Context: an optimization exercise on an open-source flow, tuned for small area and a short achievable clock period. The choices shown serve that exercise and are no tape-out recipe. At most, simulation tests tie the RTL to the original design; equivalence was not proved. Power figures rest on the tool's default switching activity, not on a simulated workload.

==> inputs of 08-23 <==
==> flow/design.v (excerpt) <==
module Power_Spec_Cal(
           input wire clk,
           input wire rst,
           input wire dv,
           input wire [9:0] xk_index,
           input wire [24:0] fft_data_out_re,
           input wire [24:0] fft_data_out_im,
           output reg [49:0] Power_Spec,
           output reg data_valid,
           output reg dv_FFT
       );
reg [0:1] dv_reg;
always @(posedge clk or posedge rst) begin
    if (rst == 1'b1) begin
        dv_reg[0] <= 1'b0;
        dv_reg[1] <= 1'b0;
        data_valid <= 1'b0;
        dv_FFT <= 1'b0;
    end else begin
        dv_reg[0] <= dv & xk_index[9];
        dv_reg[1] <= dv_reg[0];
        data_valid <= dv_reg[1];
        dv_FFT <= dv;
    end
end
reg [24:0] re1, im1;
always @(posedge clk) begin re1 <= fft_data_out_re; im1 <= fft_data_out_im; end
reg [227:0] r2;
always @(posedge clk) r2[0] <= w0;
always @(posedge clk) r2[1] <= w674;
always @(posedge clk) r2[2] <= w722;
always @(posedge clk) r2[3] <= w1348;
always @(posedge clk) r2[4] <= w2148;
always @(posedge clk) r2[5] <= w2680;
always @(posedge clk) r2[6] <= w1360;
always @(posedge clk) r2[7] <= w2152;
always @(posedge clk) r2[8] <= w2681;
always @(posedge clk) r2[9] <= w2156;
always @(posedge clk) r2[10] <= w2684;
  ...
clock: 8.0 ns
lec_check: 0
cap_margin: 20
core_margin: 2
core_utilization: 40
cts_cluster_diameter: 120
cts_cluster_size: 25
place_density: 0.6
slew_margin: 20
synth_hierarchical: 1
synth_minimum_keep_size: 0
standard.sh (not shown) runs the stock make flow with config.mk's settings and CLKGATE_MAP_FILE= SYNTH_SCRIPT=/design/flow/synth_recipe.tcl, a recipe that flattens the netlist after the stock synthesis.
==> flow/flow/run.sh <==
#!/bin/bash
set -euo pipefail
MARGIN=$(cat flow/margin.txt)
PORTBUF=$(cat flow/port_buffer.txt)
bash standard.sh "SETUP_SLACK_MARGIN=$MARGIN" "BUFFER_PORTS_ARGS=-buffer_cell $PORTBUF" finish > standard_flow.log 2>&1
==> flow/flow/margin.txt <==
5.4
==> flow/flow/port_buffer.txt <==
sky130_fd_sc_hd__buf_2
==> 12-10 (differences from 08-23) <==
==> flow/flow/margin.txt (replaced) <==
5.3
==> qor summary <==
metric	08-23	12-10
Result of the run	complete, no violations	complete, no violations
Combined buffer and inverter count along the critical path	1	0
Biggest cell delay along the critical path	0.37 ns	0.76 ns
Cell depth of the worst flop-to-flop path	5	4
Critical path depth	1	4
Fraction of area in multi-input gates	53.73%	54.11%
Biggest fanout along the worst timing path	1	24
Layout fillers	6,381	6,398
WL met2	32,120 um	32,270 um
Pwr Density	367.0 mW/mm^2	368.1 mW/mm^2
Worst r2r src	re1[16]	re1[23]
End-of-flow core utilization	43.58%	43.27%
Power attributed to combinational cells	5230 uW	5200 uW
Max VDD drop	0.0002414 V	0.0002334 V
Capturing element type of the critical path	output pin	flip-flop
Relative contribution of combinational cells to total power	47.5%	47.4%
Drt first pass iters	5	7
Switching Share	37.85%	38.00%
Global-route wire length before repair	105,500 um	105,400 um
Fraction of final layout cells with drive strength greater than 1	9.295%	8.733%
Via density per instance	5.051	5.090
Sum of routed wire length over all layers	68,170 um	68,290 um
No functional check of the RTL was part of any run of this note.

* * *

==> onyx <==
Another version of the RTL of Power_Spec_Cal (not shown whole).
clock: 8.0 ns
lec_check: 0
cap_margin: 20
core_margin: 2
core_utilization: 40
place_density: 0.6
setup_slack_margin: 5
slew_margin: 20
synth_hierarchical: 1
synth_minimum_keep_size: 0
run.sh (not shown) runs the stock make flow with config.mk's settings and CLKGATE_MAP_FILE= SYNTH_SCRIPT=/design/flow/synth_recipe.tcl, a recipe that flattens the netlist after the stock synthesis.
Stock flow here: none of the scripts above is used.
==> sierra: changes against onyx <==
--- a/flow/design.v
+++ b/flow/design.v
@@ -2165,15 +2165,16 @@
 fa uw3835 (.a(r2[215]), .b(r2[216]), .c(w3676), .s(w3835), .co(w3836));
 wire w3839, w3840;
 fa uw3839 (.a(r2[217]), .b(r2[218]), .c(r2[219]), .s(w3839), .co(w3840));
 wire w3843, w3844;
 fa uw3843 (.a(r2[220]), .b(r2[221]), .c(r2[222]), .s(w3843), .co(w3844));
 wire [49:0] add_a = {r3[94], r3[92], r3[90], r3[88], r3[86], r3[84], r3[82], r3[80], r3[78], r3[76], r3[74], r3[72], r3[70], r3[68], r3[66], r3[64], r3[62], r3[60], r3[58], r3[56], r3[54], r3[52], r3[50], r3[48], r3[46], r3[44], r3[42], r3[40], r3[38], r3[36], r3[34], r3[32], r3[30], r3[28], r3[26], r3[24], r3[22], r3[20], r3[18], r3[16], r3[14], r3[12], r3[10], r3[8], r3[6], r3[5], r3[4], r3[2], 1'b1, r3[0]};
 wire [49:0] add_b = {r3[95], r3[93], r3[91], r3[89], r3[87], r3[85], r3[83], r3[81], r3[79], r3[77], r3[75], r3[73], r3[71], r3[69], r3[67], r3[65], r3[63], r3[61], r3[59], r3[57], r3[55], r3[53], r3[51], r3[49], r3[47], r3[45], r3[43], r3[41], r3[39], r3[37], r3[35], r3[33], r3[31], r3[29], r3[27], r3[25], r3[23], r3[21], r3[19], r3[17], r3[15], r3[13], r3[11], r3[9], r3[7], 1'b1, 1'b1, r3[3], 1'b1, r3[1]};
-wire [49:0] add_y = ~(add_a + add_b + 50'd1);
+wire [50:0] add_t = {add_a, 1'b1} + {add_b, 1'b1};
+wire [49:0] add_y = ~add_t[50:1];
 endmodule
 module fa (input wire a, input wire b, input wire c, output wire s, output wire co);
 assign s = a ^ b ^ c;
 assign co = (a & b) | (a & c) | (b & c);
 endmodule
 module hai (input wire a, input wire b, output wire s, output wire co);
 assign s = ~(a ^ b);
==> flow/flow/run.sh (new file) <==
#!/bin/bash
set -euo pipefail
MARGIN=$(cat flow/margin.txt)
PORTBUF=$(cat flow/port_buffer.txt)
bash standard.sh "SETUP_SLACK_MARGIN=$MARGIN" "BUFFER_PORTS_ARGS=-buffer_cell $PORTBUF" finish > standard_flow.log 2>&1
==> flow/flow/margin.txt (new file) <==
5.3
==> flow/flow/port_buffer.txt (new file) <==
sky130_fd_sc_hd__buf_2
==> flow/standard.sh (new file) <==
#!/bin/bash
# synth_recipe.tcl (not shown) runs the flow's synth.tcl, then flattens the netlist and writes it again
# the make line also repeats each setting of config.mk as NAME=value (left out here)
make -C /OpenROAD-flow-scripts/flow DESIGN_CONFIG=/design/flow/config.mk WORK_HOME=/design/flow/orfs CLKGATE_MAP_FILE= SYNTH_SCRIPT=/design/flow/synth_recipe.tcl "${@:-finish}"
--- a/flow/config.mk
+++ b/flow/config.mk
@@ -5,11 +5,10 @@
 export SDC_FILE = /design/flow/constraint.sdc
 export NUM_CORES = 4
 export LEC_CHECK = 0
 export CAP_MARGIN = 20
 export CORE_MARGIN = 2
 export CORE_UTILIZATION = 40
 export PLACE_DENSITY = 0.6
-export SETUP_SLACK_MARGIN = 5
 export SLEW_MARGIN = 20
 export SYNTH_HIERARCHICAL = 1
 export SYNTH_MINIMUM_KEEP_SIZE = 0
removed: flow/run.sh
==> run summary <==
Against sierra, the clock power of onyx is lower by about 4%. Between onyx and sierra, the lower sequential share of layout area is in onyx (gap 0.16 points). Sequential cell count is the same in sierra and onyx. Against onyx, the global-route usage of sierra is lower by 0.11 points. sierra ran to the end with no violations. onyx finished clean. In synthesized area, sierra and onyx do not differ. Worst hold slack: sierra is better than onyx (2.1 ps). Final area is about the same in onyx and sierra. In onyx the sequential power is lower than in sierra, by about 1%.
No functional check of the RTL was part of sierra.

* * *

==> inputs of run a <==
Another version of the RTL of Power_Spec_Cal (not shown whole).
Settings: LEC_CHECK=0, CAP_MARGIN=20, CORE_MARGIN=2, CORE_UTILIZATION=60, PLACE_DENSITY=0.75, SETUP_SLACK_MARGIN=5, SLEW_MARGIN=20, SYNTH_HIERARCHICAL=1, SYNTH_MINIMUM_KEEP_SIZE=0; clock period 8.0 ns.
Stock flow here: none of the scripts above is used.
==> run b: changes against run a <==
--- a/flow/config.mk
+++ b/flow/config.mk
@@ -8,6 +8,6 @@
 export CAP_MARGIN = 20
 export CORE_MARGIN = 2
-export CORE_UTILIZATION = 60
-export PLACE_DENSITY = 0.75
+export CORE_UTILIZATION = 40
+export PLACE_DENSITY = 0.6
 export SETUP_SLACK_MARGIN = 5
 export SLEW_MARGIN = 20
==> summary of the runs <==
Run a completed with no timing, DRC or antenna violations. Run b completed without violations.
Combinational power: run b is smaller than run a (about 3%).
Against run a, the routed wire length of run b is larger by about 1.9%.
Global-route usage: run b is lower than run a (10 points).
Between run a and run b, the lower worst setup slack is in run a (gap 24 ps).

* * *

==> inputs of job 7535 <==
Another version of the RTL of Power_Spec_Cal (not shown whole).
==> flow/config.mk <==
export PLATFORM = sky130hd
export DESIGN_NAME = Power_Spec_Cal
export DESIGN_NICKNAME = Power_Spec_Cal
export VERILOG_FILES = /design/flow/design.v
export SDC_FILE = /design/flow/constraint.sdc
export NUM_CORES = 4
export LEC_CHECK = 0
export CAP_MARGIN = 20
export CORE_MARGIN = 2
export CORE_UTILIZATION = 40
export CTS_CLUSTER_DIAMETER = 120
export CTS_CLUSTER_SIZE = 28
export PLACE_DENSITY = 0.6
export SLEW_MARGIN = 20
export SYNTH_HIERARCHICAL = 1
export SYNTH_MINIMUM_KEEP_SIZE = 0
==> flow/constraint.sdc <==
create_clock -name core_clock -period 8.0 [get_ports {clk}]
set_input_delay 1.6000 -clock core_clock [delete_from_list [all_inputs] [get_ports {clk}]]
set_output_delay 1.6000 -clock core_clock [all_outputs]
set_load 0.01 [all_outputs]
standard.sh (not shown) runs the stock make flow with config.mk's settings and CLKGATE_MAP_FILE= SYNTH_SCRIPT=/design/flow/synth_recipe.tcl, a recipe that flattens the netlist after the stock synthesis.
==> flow/flow/run.sh <==
#!/bin/bash
set -euo pipefail
MARGIN=$(cat flow/margin.txt)
PORTBUF=$(cat flow/port_buffer.txt)
bash standard.sh "SETUP_SLACK_MARGIN=$MARGIN" "BUFFER_PORTS_ARGS=-buffer_cell $PORTBUF" finish > standard_flow.log 2>&1
==> flow/flow/margin.txt <==
5.3
==> flow/flow/port_buffer.txt <==
sky130_fd_sc_hd__buf_1
==> inputs of job 1576, as changes to job 7535 <==
==> flow/flow/margin.txt (replaced) <==
5.4
==> flow/flow/port_buffer.txt (replaced) <==
sky130_fd_sc_hd__buf_2
--- a/flow/config.mk
+++ b/flow/config.mk
@@ -10,5 +10,5 @@
 export CORE_UTILIZATION = 40
 export CTS_CLUSTER_DIAMETER = 120
-export CTS_CLUSTER_SIZE = 28
+export CTS_CLUSTER_SIZE = 25
 export PLACE_DENSITY = 0.6
 export SLEW_MARGIN = 20
==> results.ini <==
[finish]
n_all_inverters = 61
clock_area_frac = 0.02208
mostFrequentLayoutCells = nand2_1, fa_1, dfxtp_1
multi_input_area_share = 0.5346
seq_share = 0.3624

[global_route]
grt_pass1_wl_mm = 102.9
grt_use_met2 = 0.3186

[outcome]
status = timing/DRC/antenna clean

[sta]
worst_pin_slew_ns = 0.6589

[worst_setup_path]
worstReg2RegStart = re1[10]

[detailed_routing]
wl_met2_mm = 32.03

[end of results for job 7535]
==> results.ini <==
[outcome]
status = timing/DRC/antenna clean

[detailed_routing]
wl_met2_mm = 32.98
final_antenna_net_count = 0

[finish]
n_all_inverters = 62
antenna-diode-count = 0
multi_input_area_share = 0.5290
nNonClkBuffers = 177
mostFrequentLayoutCells = nand2_1, fa_1, dfxtp_1

[clock_tree]
clk_latency_ns = 0.60
clock_sinks = 528
cts_tree = done
cts_buffers = 25

[worst_setup_path]
worstReg2RegStart = r3[30]

[global_route]
grt_use_met2 = 0.3256
grt_pass1_wl_mm = 104.0

[pwr]
pg_clk_w = 0.00142

[sta]
worst_pin_slew_ns = 0.5457

[yosys]
synth.avg_cell_area_sq_um = 12.73

[worst_hold_path]
hold_start = p5[20]

[end of results for job 1576]

* * *

==> violet: inputs <==
Power_Spec_Cal again, from the RTL that the note above started with.
clock: 8.0 ns
lec_check: 0
cap_margin: 20
core_margin: 2
core_utilization: 40
cts_cluster_diameter: 120
cts_cluster_size: 25
place_density: 0.6
slew_margin: 20
synth_hierarchical: 1
synth_minimum_keep_size: 0
tns_end_percent: 20
==> flow/flow/margin.txt <==
5.3
==> flow/flow/port_buffer.txt <==
sky130_fd_sc_hd__buf_1
Scripts as last shown in full above: flow/flow/run.sh
==> inputs of juniper, as changes to violet <==
==> flow/flow/port_buffer.txt (replaced) <==
sky130_fd_sc_hd__buf_2
Settings changed: PLACE_DENSITY 0.6 to 0.65, TNS_END_PERCENT 20 to default.
==> inputs of amber, as changes to violet <==
==> flow/flow/port_buffer.txt (replaced) <==
sky130_fd_sc_hd__buf_2
Settings changed: CORE_UTILIZATION 40 to 55, PLACE_DENSITY 0.6 to 0.7, TNS_END_PERCENT 20 to default.
==> results.yml <==
worst_setup_path:
  crit_end: "r2[121]"
  critical_path_buf_inv_count: 1
timing:
  fin_worst_skew_ns: 0.0407
pwr:
  switchingPower_uw: 4070
  switching_share: 0.383
drt:
  dr_wl_met3_um: 8030
  vias: 16300
  routed_wl_um: 68200
placement:
  post-place-ws_ns: 4.53
global_route:
  grt_antenna_before_repair: 1
  grtUsageMet1: 0.244
finish:
  buffers: 163
  buffer_area_frac: 0.0345
  area_growth_pct: 7.12
  final_util: 0.434
  sh_seq_area: 0.362
run_status:
  status: "timing/DRC/antenna clean"
floorplanning:
  floorplan.initialDensity: 0.405
The numbers above come from juniper.

==> results.yml <==
worst_setup_path:
  critical_path_buf_inv_count: 2
  crit_end: "r2[153]"
drt:
  routed_wl_um: 67600
  vias: 16000
pwr:
  switchingPower_uw: 4010
  switching_share: 0.381
finish:
  buffers: 162
  sh_seq_area: 0.365
  final_util: 0.431
run_status:
  status: "timing/DRC/antenna clean"
placement:
  post-place-ws_ns: 4.47
floorplanning:
  floorplan.initialDensity: 0.405
timing:
  fin_worst_skew_ns: 0.0167
The numbers above come from violet.

==> results.yml <==
run_status:
  status: "timing/DRC/antenna clean"
timing:
  fin_worst_skew_ns: 0.0359
floorplanning:
  floorplan.initialDensity: 0.558
worst_setup_path:
  crit_end: "r2[188]"
drt:
  dr_wl_met3_um: 8260
  routed_wl_um: 66400
finish:
  buffers: 163
  final_util: 0.591
  area_growth_pct: 5.81
  sh_seq_area: 0.367
  buffer_area_frac: 0.0343
pwr:
  switchingPower_uw: 4040
global_route:
  grtUsageMet1: 0.339
  grt_antenna_before_repair: 0
The numbers above come from amber.

static timing again, ports no longer ideal:
Ports are ideal in the flow. The routed layouts listed here were re-timed in OpenROAD.
Step 1 assumes that a clkbuf_16 drives the clock port and a buf_2 every other input.
Step 2, shift: input delay + t, output delay - t, t = (earliest + latest rising clock arrival at the registers) / 2. This alone moves slack from input paths to output paths.
Three values: ideal ports, drivers, drivers and shift; two values: the first two.
| run | t, ns | slack for setup (ns) | slew at the worst register clock pin (ns) |
|---|---|---|---|
| 08-23 | 0.661 | 5.320 / 5.253 / 5.391 | 0.11 / 0.11 |
| 12-10 | 0.661 | 5.305 / 5.256 / 5.305 | 0.11 / 0.11 |
| onyx | 0.669 | 5.033 / 5.033 / 5.033 | 0.07 / 0.07 |
| sierra | 0.684 | 5.159 / 5.159 / 5.159 | 0.07 / 0.07 |
| run a | 0.645 | 4.969 / 4.969 / 4.969 | 0.07 / 0.07 |
| run b | 0.657 | 4.993 / 4.993 / 4.993 | 0.07 / 0.07 |
| job 7535 | 0.647 | 5.316 / 5.255 / 5.349 | 0.12 / 0.12 |
| job 1576 | 0.648 | 5.318 / 5.258 / 5.388 | 0.11 / 0.11 |
| violet | 0.645 | 5.273 / 5.250 / 5.273 | 0.11 / 0.11 |
| juniper | 0.647 | 5.270 / 5.252 / 5.270 | 0.11 / 0.11 |
| amber | 0.641 | 5.299 / 5.252 / 5.299 | 0.11 / 0.11 |
After both steps every run listed still meets setup and hold.
